What follows belongs to an exercise in optimizing a design on an open flow for small area; a production flow would make more cautious choices. The RTL was checked by simulation tests, not by an equivalence proof against the original design. No activity file was given, so power comes from the tool's default toggle rates.

## constraint.sdc

```tcl
create_clock -name core_clock -period 10.0 [get_ports {clk}]
set_input_delay 2.0000 -clock core_clock [delete_from_list [all_inputs] [get_ports {clk}]]
set_output_delay 2.0000 -clock core_clock [all_outputs]
set_load 0.01 [all_outputs]
```

## config.mk

```make
export PLATFORM = sky130hd
export DESIGN_NAME = topModule
export DESIGN_NICKNAME = topModule
export VERILOG_FILES = /design/flow/design.v
export SDC_FILE = /design/flow/constraint.sdc
export NUM_CORES = 4
export LEC_CHECK = 0
export CAP_MARGIN = 20
export CORE_MARGIN = 2
export CORE_UTILIZATION = 40
export SLEW_MARGIN = 20
```

## design.v

```verilog
module clockDivider (
    input clk,
    input rst,
    output reg clk_1kHz,
    output reg clk_400Hz,
    output reg clk_500Hz,
    output wire tick_500Hz
);
    reg [26:0] ctr_1kHz;
    reg [26:0] ctr_400Hz;
    reg [26:0] ctr_500Hz;
    assign tick_500Hz = (ctr_500Hz >= 99) && !clk_500Hz;
    always @(posedge clk) begin
        if (rst) begin
            clk_1kHz <= 0;
            clk_400Hz <= 0;
            clk_500Hz <= 0;
            ctr_1kHz <= 0;
            ctr_400Hz <= 0;
            ctr_500Hz <= 0;
        end else begin
        if(ctr_1kHz >= 49) begin
            clk_1kHz <= ~clk_1kHz;
            ctr_1kHz <= 0;
        end else begin
            ctr_1kHz <= ctr_1kHz + 1;
        end if (ctr_400Hz >= 124) begin
            clk_400Hz <= ~clk_400Hz;
            ctr_400Hz <= 0;
        end else begin
            ctr_400Hz <= ctr_400Hz + 1;
        end if (ctr_500Hz >= 99) begin
            clk_500Hz <= ~clk_500Hz;
            ctr_500Hz <= 0;
        end else begin
            ctr_500Hz <= ctr_500Hz + 1;
        end
        end
    end
endmodule
module keypadDecode(
    input wire clk,
    input wire rst,
    input wire tick_500Hz,
    input wire [3:0] JC_cols,
    input wire [1:0] status,
    output reg [3:0] JC_rows,
    output reg [15:0] userPin,
    output reg validPin,
    output reg [3:0] pin0,
    output reg [3:0] pin1,
    output reg [3:0] pin2,
    output reg [3:0] pin3
);
    reg [3:0] currentPin [0:3];
    reg [3:0] currentInput;
    reg [2:0] inputCtr;
    reg keyPressedPrev;
    reg [1:0] rowSel;
    reg [15:0] debounce_timer;
    reg stable_keyPressed;
    always @(posedge clk) begin
        if (rst) begin
            currentPin[0] <= 0;
            currentPin[1] <= 0;
            currentPin[2] <= 0;
            currentPin[3] <= 0;
            inputCtr <= 0;
            keyPressedPrev <= 0;
            rowSel <= 0;
            debounce_timer <= 0;
            stable_keyPressed <= 0;
            JC_rows <= 0;
            userPin <= 0;
            validPin <= 0;
            pin0 <= 0;
            pin1 <= 0;
            pin2 <= 0;
            pin3 <= 0;
        end else if (tick_500Hz && status != 1) begin
            if (JC_cols != 4'b1111) begin
                if (debounce_timer < 20) begin
                    debounce_timer <= debounce_timer + 1;
                    stable_keyPressed <= 0;
                end else
                    stable_keyPressed <= 1;
            end else begin
                debounce_timer <= 0;
                stable_keyPressed <= 0;
                rowSel <= rowSel + 1;
                case(rowSel)
                    2'b00: JC_rows <= 4'b1110;
                    2'b01: JC_rows <= 4'b1101;
                    2'b10: JC_rows <= 4'b1011;
                    2'b11: JC_rows <= 4'b0111;
                endcase
            end
            keyPressedPrev <= stable_keyPressed;
            if (stable_keyPressed && !keyPressedPrev) begin
                if (currentInput < 4'b1010) begin
                    if (inputCtr < 4) begin
                        currentPin[inputCtr] <= currentInput;
                        inputCtr <= inputCtr + 1;
                    end
                    validPin <= 0;
                end else if (currentInput == 4'b1010) begin
                    inputCtr <= 0;
                    validPin <= 0;
                    pin0 <= 15;
                    pin1 <= 15;
                    pin2 <= 15;
                    pin3 <= 15;
                end
                else if (currentInput == 4'b1011 && inputCtr >= 4) begin
                    userPin <= {currentPin[0], currentPin[1], currentPin[2], currentPin[3]};
                    inputCtr <= 0;
                    validPin <= 1;
                    pin0 <= 15;
                    pin1 <= 15;
                    pin2 <= 15;
                    pin3 <= 15;
                end else if (currentInput == 4'b1100) 
                    inputCtr <= inputCtr - 1;
            end else begin
                validPin <= 0;
            end
            pin0 <= (inputCtr >= 1) ? currentPin[0] : 15;
            pin1 <= (inputCtr >= 2) ? currentPin[1] : 15;
            pin2 <= (inputCtr >= 3) ? currentPin[2] : 15;
            pin3 <= (inputCtr >= 4) ? currentPin[3] : 15;
        end
    end
    always @(*) begin
            case ({JC_rows, JC_cols})
                8'b11100111: currentInput = 4'b0000;  
                8'b11101110: currentInput = 4'b0001;  
                8'b11011110: currentInput = 4'b0010;  
                8'b10111110: currentInput = 4'b0011;  
                8'b11101101: currentInput = 4'b0100;  
                8'b11011101: currentInput = 4'b0101;  
                8'b10111101: currentInput = 4'b0110;  
                8'b11101011: currentInput = 4'b0111;  
                8'b11011011: currentInput = 4'b1000;  
                8'b10111011: currentInput = 4'b1001;  
                8'b01111011: currentInput = 4'b1010;  
                8'b10110111: currentInput = 4'b1011;  
                8'b01110111: currentInput = 4'b1100;  
                default: currentInput = 4'b1111;
            endcase
        end
endmodule
module outputs(
    input clk,
    input rst,
    input tick_500Hz,
    input wire [3:0] pin0,
    input wire [3:0] pin1,
    input wire [3:0] pin2,
    input wire [3:0] pin3,
    input wire [1:0] status,
    input wire       validPin,
    output reg [3:0] an,
    output reg [6:0] seg
);
    reg [4:0] LED_display;  
    reg [1:0] LEDActivationCtr;  
    reg       adj_set;           
  always @(posedge clk) begin
    if (rst) begin
        LED_display <= 0;
        LEDActivationCtr <= 0;
        adj_set <= 0;
        an <= 0;
    end else if (tick_500Hz) begin
        if (status != 2'b10)
            adj_set <= 1'b0;
        else if (validPin)
            adj_set <= 1'b1;
        case (LEDActivationCtr)
        2'b00: begin
            an <= 4'b0111;
            if (status == 2'b00) begin  
                if (pin0 != 15)
                    LED_display <= pin0;        
                else
                    LED_display <= 5'b01010;    
            end else if (status == 2'b01) begin  
                LED_display <= 5'b00000;        
            end else begin  
                if (adj_set)
                    LED_display <= 5'b10101;    
                else if (pin0 != 15)
                    LED_display <= pin0;        
                else
                    LED_display <= 5'b10100;    
            end
        end
        2'b01: begin
            an <= 4'b1011;
            if (status == 2'b00) begin  
                if (pin1 != 15)
                    LED_display <= pin1;
                else if (pin0 != 15)
                    LED_display <= 5'b01111;    
                else
                    LED_display <= 5'b00000;    
            end else if (status == 2'b01) begin  
                LED_display <= 5'b01100;        
            end else begin  
                if (adj_set)
                    LED_display <= 5'b01101;    
                else if (pin1 != 15)
                    LED_display <= pin1;
                else if (pin0 != 15)
                    LED_display <= 5'b01111;    
                else
                    LED_display <= 5'b01011;    
            end
        end
        2'b10: begin
            an <= 4'b1101;
            if (status == 2'b00) begin  
                if (pin2 != 15)
                    LED_display <= pin2;
                else if (pin0 != 15)
                    LED_display <= 5'b01111;    
                else
                    LED_display <= 5'b10000;    
            end else if (status == 2'b01) begin  
                LED_display <= 5'b01101;        
            end else begin  
                if (adj_set)
                    LED_display <= 5'b10110;    
                else if (pin2 != 15)
                    LED_display <= pin2;
                else if (pin0 != 15)
                    LED_display <= 5'b01111;    
                else
                    LED_display <= 5'b10111;    
            end
        end
        2'b11: begin
            an <= 4'b1110;
            if (status == 2'b00) begin  
                if (pin3 != 15)
                    LED_display <= pin3;
                else if (pin0 != 15)
                    LED_display <= 5'b01111;    
                else
                    LED_display <= 5'b01011;    
            end else if (status == 2'b01) begin  
                LED_display <= 5'b01110;        
            end else begin  
                if (adj_set)
                    LED_display <= 5'b10111;    
                else if (pin3 != 15)
                    LED_display <= pin3;
                else if (pin0 != 15)
                    LED_display <= 5'b01111;    
                else
                    LED_display <= 5'b10111;    
            end
        end
        endcase
        if (LEDActivationCtr >= 2'b11) begin
            LEDActivationCtr <= 0;
        end else begin
            LEDActivationCtr <= LEDActivationCtr + 1;
        end
    end
  end
    always @(*) begin
        case(LED_display)
            5'b00000: seg = 7'b0000001;  
            5'b00001: seg = 7'b1001111;  
            5'b00010: seg = 7'b0010010;  
            5'b00011: seg = 7'b0000110;  
            5'b00100: seg = 7'b1001100;  
            5'b00101: seg = 7'b0100100;  
            5'b00110: seg = 7'b0100000;  
            5'b00111: seg = 7'b0001111;  
            5'b01000: seg = 7'b0000000;  
            5'b01001: seg = 7'b0000100;  
            5'b01010: seg = 7'b1110001;  
            5'b10000: seg = 7'b0110001;  
            5'b01011: seg = 7'b1000010;  
            5'b01100: seg = 7'b0011000;  
            5'b01101: seg = 7'b0110000;  
            5'b01110: seg = 7'b1101010;  
            5'b01111: seg = 7'b1111110;  
            5'b10100: seg = 7'b0001000;  
            5'b10101: seg = 7'b0100100;  
            5'b10110: seg = 7'b1110000;  
            5'b10111: seg = 7'b1111111;  
            default: seg = 7'b0000001;  
        endcase
    end
endmodule
module pinVerify(
    input wire clk,
    input wire rst,
    input wire tick_500Hz,
    input wire clk_400Hz,
    input wire clk_1kHz,
    input wire [15:0] storedPin,
    input wire [15:0] userPin,
    input wire validPin,
    input wire [1:0] sw,
    input btnL,
    output wire audio_out,
    output reg [1:0] status
);
    reg [11:0] tone_timer;  
    reg play_enable;
    reg [1:0] pinStatus;  
    reg [15:0] lastEnteredPin;
    reg [3:0] rst_debounce_reg;
    reg clean_rst;
    always @(posedge clk) begin
      if (rst) begin
        tone_timer <= 0;
        play_enable <= 0;
        pinStatus <= 0;
        lastEnteredPin <= 0;
        rst_debounce_reg <= 0;
        clean_rst <= 0;
        status <= 0;
      end else if (tick_500Hz) begin
        if (status == 1 && sw[0] == 1) begin
            status <= 2;
        end
        if (play_enable) begin
            if (tone_timer <= 2499)
                tone_timer <= tone_timer + 1;
            else begin
                play_enable <= 0;
                tone_timer <= 0;
            end
        end
        if (clean_rst) begin
            status <= 0; 
        end else begin
            case (status)
                0: begin  
                    if (validPin) begin
                        if (userPin == storedPin) begin
                            status <= 1;
                            pinStatus <= 2;
                            play_enable <= 1;
                            tone_timer <= 0;
                        end
                        else begin
                            if (userPin != lastEnteredPin) begin
                                lastEnteredPin <= userPin;  
                                status <= 0;
                                pinStatus <= 1;
                                play_enable <= 1;
                                tone_timer <= 0;
                            end 
                        end
                    end 
                end
                1: begin  
                    if (sw[0] == 1) status <= 2;  
                end
                2: begin  
                    if (validPin) status <= 0;  
                end
            endcase
        end
        rst_debounce_reg <= {rst_debounce_reg[2:0], btnL};
        if (rst_debounce_reg == 4'b1111) 
            clean_rst <= 1;
        else if (rst_debounce_reg == 4'b0000)
            clean_rst <= 0;
      end
    end
    assign audio_out = (play_enable) ? ((pinStatus == 1) ? clk_400Hz : clk_1kHz) : 1'b0;
endmodule
module adjustment(
    input wire clk,
    input wire rst,
    input wire tick_500Hz,
    input wire [1:0] status,
    input wire [15:0] userPin,
    input wire validPin,
    output reg [15:0] storedPin
);
    always @(posedge clk) begin
        if (rst) begin
            storedPin <= 16'b0100_0011_0010_0001;   
        end else if (tick_500Hz) begin
            if (status == 2 && validPin) begin
                storedPin <= userPin;
            end
        end
    end
endmodule
module topModule (
    input clk,
    input rst,
    input btnL,
    input [1:0] sw,
    input [3:0] JC_cols,
    input btnR,
    output audio_gain,
    output audio_shutdown,
    output audio_out,
    output [3:0] JC_rows,
    output [3:0] an,
    output [6:0] seg
);
    wire clk_1kHz;
    wire clk_400Hz;
    wire clk_500Hz;
    wire tick_500Hz;
    wire [15:0] userPin;
    wire validPin;
    wire [3:0] pin0;
    wire [3:0] pin1;
    wire [3:0] pin2;
    wire [3:0] pin3;
    wire [1:0] status;  
    wire [15:0] storedPin;
    assign audio_shutdown = 1'b1;
    assign audio_gain = 1'b1;
    clockDivider u1(
        .clk(clk),
        .rst(rst),
        .tick_500Hz(tick_500Hz),
        .clk_1kHz(clk_1kHz),
        .clk_400Hz(clk_400Hz),
        .clk_500Hz(clk_500Hz)
    );
    keypadDecode u2(
        .clk(clk),
        .rst(rst),
        .tick_500Hz(tick_500Hz),
        .JC_rows(JC_rows),
        .JC_cols(JC_cols),
        .userPin(userPin),
        .validPin(validPin),
        .status(status),
        .pin0(pin0),
        .pin1(pin1),
        .pin2(pin2),
        .pin3(pin3)
    );
    outputs u3(
        .pin0(pin0),
        .pin1(pin1),
        .pin2(pin2),
        .pin3(pin3),
        .clk(clk),
        .rst(rst),
        .tick_500Hz(tick_500Hz),
        .validPin(validPin),
        .an(an),
        .seg(seg),
        .status(status)
    );
    pinVerify u4(
        .clk_400Hz(clk_400Hz),
        .clk_1kHz(clk_1kHz),
        .audio_out(audio_out),
        .clk(clk),
        .rst(rst),
        .tick_500Hz(tick_500Hz),
        .storedPin(storedPin),
        .userPin(userPin),
        .validPin(validPin),
        .status(status),
        .btnL(btnL),
        .sw(sw)
    );
    adjustment u5(
        .status(status),
        .clk(clk),
        .rst(rst),
        .tick_500Hz(tick_500Hz),
        .userPin(userPin),
        .validPin(validPin),
        .storedPin(storedPin)
    );
endmodule
```

## run.sh

```bash
#!/bin/bash
# synth_recipe.tcl (not shown) runs the flow's synth.tcl, then flattens the netlist and writes it again
# the make line also repeats each setting of config.mk as NAME=value (left out here)
make -C /OpenROAD-flow-scripts/flow DESIGN_CONFIG=/design/flow/config.mk WORK_HOME=/design/flow/orfs CLKGATE_MAP_FILE= SYNTH_SCRIPT=/design/flow/synth_recipe.tcl finish
```

==> qor.csv <==
stage,metric,value,unit
logic_synthesis,synthesized flop and latch total,233,
cts,Max Buffers Root-to-Sink,3,
detailed_routing,initial drt markers,374,
die,Die Ht,159,µm
die,num rows,56,
cts,post-CTS sizing,0,
global_route,initial antenna violation count,0,
cells_and_area,share of cells above drive strength 1,6.75,%
logic_synthesis,Async SR Flop Fraction,0,%
power_and_ir_drop,sequential share of power,48.7,%
setup_path,"Req. time, crit path",10.37,ns
logic_synthesis,Yosys cell types,75,
timing,Tcrit/Tclk final,41.7,%
place,GPL Wtd Cong,0.817,
cts,CTS Buf Count,25,
die,Core Box Area,23600,µm²
cts,CTS Hold Buffers Added,0,
cts,post-CTS setup buffers,0,
setup_path,crit-path max FO,16,
setup_path,Critical Path Sink Type,flip-flop,
power_and_ir_drop,Static Leak,0.00422,µW
power_and_ir_drop,pwr/cell area,184,nW/µm²
detailed_routing,Vias,6954,
timing,"Slew Viols, Final",0,
die,DIE AREA,25400,µm²
cells_and_area,Util after Layout,47.1,%
timing,max frequency,240,MHz
detailed_routing,Avg Vias per Cell,4.86,
cells_and_area,Area Overhead vs Synth,15.2,%
cells_and_area,# diodes,0,
timing,Worst Tran Pin Value,0.973,ns
power_and_ir_drop,P_sw,459,µW
cts,# H-tree levels,1,
cells_and_area,largest registers,"u1.ctr_1kHz (27), u1.ctr_400Hz (27), u1.ctr_500Hz (27)",
timing,post-layout minimum cycle time,4.17,ns
run,maximum capacitance violations,0,
logic_synthesis,Synth Instances,1023,
cts,clock latency on the worst-skew pair,0.51,ns
logic_synthesis,Mean Syn Cell Area,9.44,µm²
setup_path,worst setup path class,primary input to flip-flop,
place,DP Wirelength,12400,µm
timing,normalized max-slew margin,35.0,%
cts,clk slew on worst S/H paths,0.05,ns
timing,RSZ-0062 raised after global routing,no,
cts,CTS root buf,clkbuf_16,
logic_synthesis,number of synthesized flops with an enable pin,16,
logic_synthesis,post-synthesis sequential area ratio,49.9,%
power_and_ir_drop,Sw Share,22.4,%
setup_path,CP arrival,4.54,ns
worst_hold_path,worst min path class,flip-flop to flip-flop,
die,die width,159,µm
power_and_ir_drop,clock share of power,43.6,%
place,count of input and output buffers,23,
global_route,largest net degree at the start of global routing,65,
logic_synthesis,post-synth top area cell,dfxtp_1,
logic_synthesis,Area contributors post-synth,"dfxtp_1, nor2_1, edfxtp_1",
global_route,Total GRT Usage,14.3,%
power_and_ir_drop,Comb pwr share,7.7,%
logic_synthesis,dominant synthesized flop cell,dfxtp_1,
cells_and_area,Final nets,1132,
timing,final hold vios,0,
die,IO Pins,28,
power_and_ir_drop,Peak VDD IR,0.000100,V
power_and_ir_drop,Int Power,1590,µW
logic_synthesis,synth warn,5,
detailed_routing,post-DR wirelength/cell,12.8,µm
cts,clock sinks,233,
global_route,first-pass GRT wire length,31100,µm
timing,final setup fails,0,
detailed_routing,total iterations of the first detailed-routing run,4,
outcome,status,no timing/DRC/antenna violations,
logic_synthesis,area fraction of the dominant cell type after synthesis,45.0,%
setup_path,CP Launch Type,primary input,
global_route,overall overflow remaining after global route,0,
timing,Setup Total Neg Slack,0,ns
cts,CTS tree,done,
global_route,vias in the first global route,6401,
timing,Final Skew,0.00826,ns
detailed_routing,DRC viols,0,
die,Initial Util,40.9,%
detailed_routing,final antenna-violating net count,0,
logic_synthesis,synthesized area,9660,µm²
detailed_routing,final wirelength,18300,µm
placed cells by master (no fill, tap or decap), drive strengths merged, types with 35 or more instances in the layout:
cell type  count
nor2         149
conb          63
nand2         85
clkbuf        38
xor2          36
nor3          49
a21oi         49
dfxtp        217
mux2i         41
o21ai         35
worst paths after layout:
check                                  startpoint                end  slack [ns]  cells after the start
worst min-delay path            u2.keyPressedPrev  u2.keyPressedPrev        0.46                      2
worst max-delay path                   JC_cols[3]      u2.userPin[0]        5.83                      8
worst min register to register  u2.keyPressedPrev  u2.keyPressedPrev        0.46                      2
worst max register to register       u4.status[1]             seg[5]        6.39                     10
layout make-up:
class                           count  area [µm²]
Clock buffer                       38         714
Clock inverter                      6        83.8
Fill cell                        2274       12500
Inverter                           27         101
Multi-Input combinational cell    779        4740
Sequential cell                   233        4820
Tap cell                          319         399
Timing Repair Buffer               28         265
power groups by stage:
stage                     clock network, µW  registers [µW]  logic [µW]
after floorplan                           0            1020         111
after global placement                    0            1020         157
after detailed placement                  0            1020         157
after CTS                               921             997         158
after global routing                    956            1000         175
final                                   891             997         158
critical path: stages:
cell             delay (ns)
clkdlybuf4s50_1        0.54
nand4b_1               0.26
nor2_1                 0.08
nor3_1                 0.32
a211oi_2               0.17
nor3_4                 0.80
mux2i_1                0.29
nor2_1                 0.06
metal layers:
layer  vias to the layer above  GRT usage, %  share of wire [%]
li1                       3665             -                  -
met1                      3190          19.8                 50
met2                        71          23.5                 46
met3                        28          2.06                2.8
met4                         0          3.64                1.6
met5                         -             0                  0
stage by stage:
stage / hold slack, ns / instances / setup WS, ns / total power, µW / cell area [µm²]
finish: 0.456 / 1430 / 5.83 / 2050 / 11100
global route: 0.474 / 1430 / 5.56 / 2130 / 11100
CTS: 0.457 / 1430 / 5.82 / 2080 / 11100
detailed placement: 0.449 / 1386 / 5.34 / 1170 / 10300
global placement: 0.442 / 1386 / 5.36 / 1170 / 10300
floorplan: 0.430 / 1084 / 6.12 / 1130 / 9890
cells by family after synthesis:
| family | after synthesis | share of synthesized area (%) |
|---|---|---|
| mux | 45 | 4.71 |
| other cells | 2 | 0.0777 |
| flops | 233 | 49.9 |
| xor+xnor | 61 | 5.53 |
| compound gates | 163 | 11.2 |
| simple gates | 419 | 21.3 |
| buf+inv | 72 | 3.56 |
| fa+ha+maj | 28 | 3.63 |
synth_stat cells (14+ instances only):
| library cell | instances |
|---|---|
| o21ai_0 | 28 |
| dfxtp_1 | 217 |
| edfxtp_1 | 16 |
| a21oi_1 | 47 |
| nor3_1 | 48 |
| nor4_1 | 22 |
| nand2_1 | 85 |
| nand4_1 | 14 |
| xnor2_1 | 25 |
| xor2_1 | 36 |
| inv_1 | 25 |
| clkbuf_1 | 25 |
| ha_1 | 28 |
| mux2i_1 | 41 |
| nor2_1 | 149 |
| a211oi_1 | 15 |
| nand3_1 | 28 |

## separate check: timing with driven ports
Ports are ideal in the flow. The routed layout listed here was re-timed in OpenROAD. Step 1 sets driving cells, clkbuf_16 on the clock port and buf_2 on the other inputs (assumed; they add their load-dependent delay and slew). Step 2 moves the port delays by t, midway between the first and last clock arrival at a register: inputs arrive t later, outputs are due t later. That takes back most of the time a late clock gives input paths. Slacks: no drivers / after step 1 / after step 2; pairs: no drivers / after step 1.
t (ns): 0.552
setup WS [ns]: 5.825 / 5.842 / 5.290
worst slew at a driven data input, ns: 0.03
After both steps this run still meets setup and hold. For this run, drivers alone change the setup slack by +0.017 ns; drivers and shift together by -0.535 ns.
